From an optimization exercise on the open Yosys and OpenROAD flow, aimed at small area and a short achievable clock period; shortcuts taken in it are not production practice. Only simulation tests tie the RTL to the original design; equivalence was not proved.

==> flow/design.v <==
module vector_alu (
    input  logic        clk,
    input  logic        rst_n,
    input  logic [15:0] in_data,
    input  logic        in_valid,
    output logic        in_ready,
    output logic [15:0] out_data,
    output logic        out_valid,
    input  logic        enable_bn
);
    localparam logic [1:0] IDLE = 2'd0, LOAD_PARAMS = 2'd1, PROCESS = 2'd2, FINISH = 2'd3;
    logic [1:0]  current_state, next_state;
    logic [3:0]  load_count;
    logic        params_loaded;
    logic [15:0] bn_mean, bn_gamma, bn_beta, w4;
    logic        take;
    logic        processing_valid;
    logic        bn_q;
    logic [31:0] r1_q;
    assign take     = (current_state == PROCESS) && in_valid;
    assign in_ready = (current_state != FINISH);
    always_comb begin
        next_state = current_state;
        case (current_state)
            IDLE:        if (in_valid) next_state = LOAD_PARAMS;
            LOAD_PARAMS: if (params_loaded) next_state = PROCESS;
            PROCESS:     if (!in_valid) next_state = FINISH;
            default: begin
                if (in_valid) next_state = PROCESS;
                else if (!out_valid) next_state = IDLE;
            end
        endcase
    end
    always_ff @(posedge clk or negedge rst_n) begin
        if (!rst_n) begin
            current_state    <= IDLE;
            load_count       <= '0;
            params_loaded    <= 1'b0;
            w4               <= '0;
            processing_valid <= 1'b0;
            out_valid        <= 1'b0;
        end else begin
            current_state <= next_state;
            if (current_state == LOAD_PARAMS && in_valid && load_count != 4'd9)
                load_count <= load_count + 4'd1;
            if (current_state == LOAD_PARAMS && in_valid && load_count == 4'd8)
                w4 <= in_data;
            if (load_count[3])
                params_loaded <= 1'b1;
            if (next_state == IDLE) begin
                load_count    <= '0;
                params_loaded <= 1'b0;
            end
            processing_valid <= take;
            out_valid        <= processing_valid;
        end
    end
    always_ff @(posedge clk) begin
        if (current_state == LOAD_PARAMS && in_valid) begin
            if (load_count == 4'd0) bn_mean  <= in_data;
            if (load_count == 4'd2) bn_gamma <= in_data;
            if (load_count == 4'd3) bn_beta  <= in_data;
        end
    end
    logic signed [31:0] conv;
    assign conv = $signed(in_data) * $signed(w4);
    always_ff @(posedge clk) begin
        if (take) begin
            r1_q <= conv - (enable_bn ? {16'd0, bn_mean} : 32'd0);
            bn_q <= enable_bn;
        end
    end
    logic [31:0] prod;
    logic [15:0] lo;
    logic        bn_sat, conv_ovf;
    logic [15:0] y;
    assign prod     = r1_q * {16'd0, bn_gamma};
    assign lo       = {1'b0, prod[22:8]} + {1'b0, bn_beta[14:0]};
    assign bn_sat   = (|prod[31:23]) | bn_beta[15] | lo[15];
    assign conv_ovf = ~((&r1_q[31:15]) | ~(|r1_q[31:15]));
    always_comb begin
        if (bn_q)
            y = bn_sat ? 16'h7fff : {1'b0, lo[14:0]};
        else if (conv_ovf)
            y = r1_q[31] ? 16'h8000 : 16'h7fff;
        else
            y = r1_q[15:0];
    end
    always_ff @(posedge clk) begin
        if (processing_valid) out_data <= y;
    end
endmodule
module activation_unit (
    input  logic        clk,
    input  logic        rst_n,
    input  logic [15:0] in_data,
    input  logic        in_valid,
    output logic [15:0] out_data,
    output logic        out_valid,
    input  logic        use_relu
);
    logic signed [15:0] y;
    assign y = $signed(in_data);
    logic        n, mid, hi;
    assign n   = y[15];
    assign mid = (y >= -16'sd767) && (y <= 16'sd768);
    assign hi  = (y >= 16'sd769) && (y <= 16'sd31999);
    logic signed [10:0] u;
    logic        [19:0] sq;
    logic        [9:0]  ua;
    assign u  = y[10:0] + 11'sd128;
    assign ua = u[10] ? -u[9:0] : u[9:0];
    assign sq = ua * ua;
    logic [11:0] wq;    
    assign wq = sq[19:9] - 12'd32 + y[11:0] + (n ? 12'd290 : 12'd0);
    logic [9:0] d3;
    assign d3 = wq / 12'd3;
    logic [15:0] q_mid, q_hi, hsw;
    assign q_mid = {6'd0, d3} + (n ? 16'd10826 : 16'd0);
    assign q_hi  = in_data - ((y >= 16'sd21846) ? 16'd21846 : (y >= 16'sd10923) ? 16'd10923 : 16'd0);
    assign hsw   = mid ? q_mid : (hi ? q_hi : 16'd0);
    always_ff @(posedge clk) begin
        out_data <= use_relu ? (n ? 16'd0 : in_data) : hsw;
    end
    always_ff @(posedge clk or negedge rst_n) begin
        if (!rst_n) out_valid <= 1'b0;
        else        out_valid <= in_valid;
    end
endmodule
module conv_bn_act #(
    parameter DATA_WIDTH = 16
)(
    input  logic                  clk,
    input  logic                  rst_n,
    input  logic [DATA_WIDTH-1:0] in_data,
    input  logic                  in_valid,
    output logic                  in_ready,
    output logic [DATA_WIDTH-1:0] out_data,
    output logic                  out_valid,
    input  logic                  enable_bn,
    input  logic                  use_relu          
);
    logic [15:0] valu_out_data;
    logic        valu_out_valid;
    vector_alu valu_inst (
        .clk      (clk),
        .rst_n    (rst_n),
        .in_data  (in_data),
        .in_valid (in_valid),
        .in_ready (in_ready),
        .out_data (valu_out_data),
        .out_valid(valu_out_valid),
        .enable_bn(enable_bn)
    );
    activation_unit act_inst (
        .clk      (clk),
        .rst_n    (rst_n),
        .in_data  (valu_out_data),
        .in_valid (valu_out_valid),
        .out_data (out_data),
        .out_valid(out_valid),
        .use_relu (use_relu)
    );
endmodule
==> flow/run.sh <==
#!/bin/bash
# synth_recipe.tcl (not shown) runs the flow's synth.tcl, then flattens the netlist and writes it again
# the make line also repeats each setting of config.mk as NAME=value (left out here)
make -C /OpenROAD-flow-scripts/flow DESIGN_CONFIG=/design/flow/config.mk WORK_HOME=/design/flow/orfs CLKGATE_MAP_FILE= SYNTH_SCRIPT=/design/flow/synth_recipe.tcl finish
==> flow/config.mk <==
export PLATFORM = sky130hd
export DESIGN_NAME = conv_bn_act
export DESIGN_NICKNAME = conv_bn_act
export VERILOG_FILES = /design/flow/design.v
export SDC_FILE = /design/flow/constraint.sdc
export NUM_CORES = 4
export LEC_CHECK = 0
export CAP_MARGIN = 20
export CORE_MARGIN = 2
export CORE_UTILIZATION = 40
export SLEW_MARGIN = 20
==> flow/constraint.sdc <==
create_clock -name core_clock -period 18.0 [get_ports {clk}]
set_input_delay 3.6000 -clock core_clock [delete_from_list [all_inputs] [get_ports {clk}]]
set_output_delay 3.6000 -clock core_clock [all_outputs]
set_load 0.01 [all_outputs]
==> notes.md <==
==> per-layer routing <==
metal	track usage [%]	up-vias	share of wire, %
met5	0	-	0
met1	26.1	12000	42
met4	4.73	0	2.1
met3	2.34	100	4.5
li1	-	10900	-
met2	36.6	558	51
==> registers in the layout, indices dropped and copies added, names as in the netlist, 2 cells and up <==
signal	cells
valu_inst.r1_q	32
valu_inst.bn_gamma	16
valu_inst.w4	16
valu_inst.bn_mean	16
valu_inst.current_state	2
valu_inst.bn_beta	16
valu_inst.load_count	4
valu_inst.out_data	16
act_inst.out_data	16
==> cells in the final DEF, fill, tap and decap left out, types with 21 or more instances in the layout <==
master / n
fa_1: 629
o21ai_0: 58
xnor2_1: 110
buf_4: 51
nor2_1: 120
and2_1: 334
inv_1: 741
ha_1: 287
a21o_1: 21
nand3_1: 31
a21oi_1: 120
nor3_1: 37
xor2_1: 39
nand2_1: 425
nand2b_1: 26
clkdlybuf4s50_1: 38
dfrtp_1: 26
edfxtp_1: 97
==> cells in the mapped netlist, drive strengths merged (5+ instances only) <==
cell / n / area [um2]
o21bai: 17 / 131
nor3: 37 / 185
nand4: 18 / 113
clkbuf: 132 / 497
buf: 15 / 81.3
mux2i: 9 / 90.1
nor2b: 19 / 126
edfxtp: 97 / 2910
a31oi: 14 / 100
a21o: 21 / 158
inv: 741 / 2780
or2: 10 / 62.6
o31ai: 10 / 98.8
or4: 5 / 37.5
or3: 11 / 68.8
xor2: 40 / 358
o2111ai: 6 / 52.6
a21oi: 121 / 609
a211oi: 13 / 110
and3: 12 / 75.1
mux2: 18 / 203
fa: 629 / 12600
xnor2: 112 / 1010
dfrtp: 26 / 651
dfxtp: 16 / 320
a21boi: 9 / 67.6
o21ai: 61 / 305
o21a: 17 / 128
and2: 335 / 2100
o211ai: 10 / 75.1
nand2: 425 / 1600
nor4: 12 / 75.1
a22oi: 6 / 45.0
nor2: 121 / 454
o41ai: 5 / 51.3
nand2b: 26 / 163
nand3: 31 / 155
ha: 287 / 3590
==> cells by family after synthesis <==
family	after synthesis	share of synthesized area [%]
compound gates	364	7.44
xor+xnor	154	4.29
fa+ha+maj	916	49.2
buf+inv	888	10.2
flops	139	11.8
mux	27	0.890
simple gates	1074	16.2
==> cell type report <==
| cell class | instances | area (um2) |
|---|---|---|
| Timing Repair Buffer | 89 | 763 |
| Sequential cell | 139 | 3880 |
| Inverter | 741 | 2780 |
| Tap cell | 1070 | 1340 |
| Multi-Input combinational cell | 2535 | 25700 |
| Clock inverter | 13 | 183 |
| Fill cell | 8016 | 46700 |
| Clock buffer | 19 | 433 |
==> stage by stage <==
| step | hold WS [ns] | utilization, % | std cells | instance area, um2 |
|---|---|---|---|---|
| 2_1_floorplan | 0.375 | - | 3562 | 32900 |
| 3_3_place_gp | 0.460 | 42.1 | 4573 | 34400 |
| 3_5_place_dp | 0.461 | 42.1 | 4573 | 34400 |
| 4_1_cts | 0.476 | 42.9 | 4605 | 35100 |
| 5_1_grt | 0.496 | 42.9 | 4606 | 35100 |
| 6_report | 0.461 | 42.9 | 4606 | 35100 |
==> how the worst min path moves through the flow <==
stage / from / endpoint / slack [ns] / cells past startpoint
CTS: valu_inst.out_valid$_DFF_PN0_ / act_inst.out_valid$_DFF_PN0_ / 0.48 / 0
global placement: valu_inst.out_valid$_DFF_PN0_ / act_inst.out_valid$_DFF_PN0_ / 0.46 / 0
floorplan: valu_inst.out_valid$_DFF_PN0_ / act_inst.out_valid$_DFF_PN0_ / 0.38 / 0
global route: valu_inst.out_valid$_DFF_PN0_ / act_inst.out_valid$_DFF_PN0_ / 0.50 / 0
detailed placement: valu_inst.out_valid$_DFF_PN0_ / act_inst.out_valid$_DFF_PN0_ / 0.46 / 0
finish: valu_inst.out_valid$_DFF_PN0_ / act_inst.out_valid$_DFF_PN0_ / 0.46 / 0
==> results.py <==
metrics = {
    "run_status": {
        "outcome": "no timing/DRC/antenna violations",
    },
    "clock_network": {
        "cts_max_level": 4,
        "postCtsSetupBuffers": 0,
        "numCtsBuffers": 17,
        "cts_tree": "yes",
        "clk_pin_slew_ns": 0.07,
        "root_buffer": "clkbuf_16",
        "postCtsHoldBufs": 0,
        "clock_sinks": 139,
        "cts.path.max_buffers": 2,
        "clk_latency_ns": 0.46,
        "cts_resized": 0,
    },
    "floorplanning": {
        "chipHeight_um": 291,
        "start_util_pct": 40.2,
        "fp.dieW_um": 291,
        "io_pins": 39,
        "num_rows": 105,
        "die_area_um2": 84500,
        "coreArea_um2": 81700,
    },
    "route": {
        "drtIter0Drc": 1355,
        "dr.pass1.iters": 6,
        "wire_per_inst_um": 17.8,
        "drc": 0,
        "finalWirelength_um": 82200,
        "vias": 23600,
        "via_per_inst": 5.13,
        "drt.antenna.violating_nets": 0,
    },
    "critical_path": {
        "crit_slowest_cell": "o41ai_1",
        "worstSetupPathDepth": 50,
        "worst-path-buf-inv": 6,
        "r2r_end": "act_inst.out_data[5]$_DFF_P_",
        "crit_path_end": "act_inst.out_data[5]$_DFF_P_",
        "crit-reg2reg-launch": "valu_inst.out_data[0]$_DFFE_PP_",
        "arrival_ns": 14.54,
        "worstPathMaxFanout": 16,
        "cp-start-kind": "flip-flop",
        "worstSetupStartpoint": "valu_inst.out_data[0]$_DFFE_PP_",
        "cp-end-kind": "flip-flop",
        "crit_required_ns": 18.31,
        "cpLargestDelayFamily": "adder cells",
        "rrSetupSlack_ns": 3.77,
        "path_class": "reg -> reg",
        "critPathMaxStageDelay_ns": 0.62,
        "crit_top_cell": "ha_1",
        "rr_worst_depth": 50,
    },
    "sta": {
        "fin_skew_ns": 0.0249,
        "fin_crit_sh_pct": 79.0,
        "rsz0062_at_grt": "no",
        "final.setup.tns_ns": 0,
        "finalSetupViolations": 0,
        "period_needed_ns": 14.23,
        "layout_setup_ws_ns": 3.77,
        "slew_headroom_pct": 28.5,
        "clock.fmax_mhz": 70.3,
        "finalHoldViolations": 0,
        "maxSlewViolCount": 0,
        "worst_pin_slew_ns": 1.07,
    },
    "synthesis": {
        "syn-instance-count": 3562,
        "ys_seq_area_share_pct": 11.8,
        "synth_edf_count": 97,
        "ys_ff_latch": 139,
        "synth_cell_types": 89,
        "synth_top_flop_cell": "edfxtp_1",
        "synthesis.nets": 4499,
        "yosys_warnings": 2,
        "avgSynthCellArea_um2": 9.23,
        "syn-cell-area_um2": 32900,
        "synthArstFlopShare_pct": 18.7,
    },
    "place": {
        "place_ws_ns": 3.81,
        "gp_congestion": 0.867,
        "portBuffers": 38,
        "hpwl_um": 62600,
    },
    "finish": {
        "antenna_cells": 0,
        "area_delta_synth_final_pct": 6.60,
        "nNetsFinal": 4460,
        "drive_above_1_share_pct": 3.79,
    },
    "global_routing": {
        "grt_overflow_total": 0,
        "grt_max_degree": 35,
        "grt_first_pass_wirelength_um": 136000,
        "grt_util_all_layers_pct": 20.3,
        "antenna_found_initial": 0,
        "grt_pass1_vias": 25100,
    },
    "flow_run": {
        "maxCapViolations": 0,
    },
    "min_path": {
        "hp-class": "reg -> reg",
    },
}

-- separate check: timing with driven ports --
In the flow no input, the clock included, has a driving cell. The finished layout below was timed again as built, in two steps.
Step 1: set_driving_cell puts a clkbuf_16 on clk and a buf_2 on each other input, an assumption about the parent block.
Step 2, shift: input delay + t, output delay - t, t = (earliest + latest rising clock arrival at the registers) / 2. This alone moves slack from input paths to output paths.
a / b / c = ideal / step 1 / step 2; a / b = the first two.
shift t [ns]: 0.517
setup slack, ns: 3.771 / 3.771 / 3.771
worst hold slack (ns): 0.461 / 0.461 / 0.461
worst setup path after step 2: register to register
slew at the worst register clock pin (ns): 0.09 / 0.09
After both steps setup and hold are still met in this run. The setup slack of this run moves by 0.000 ns with the drivers and by 0.000 ns with both steps.
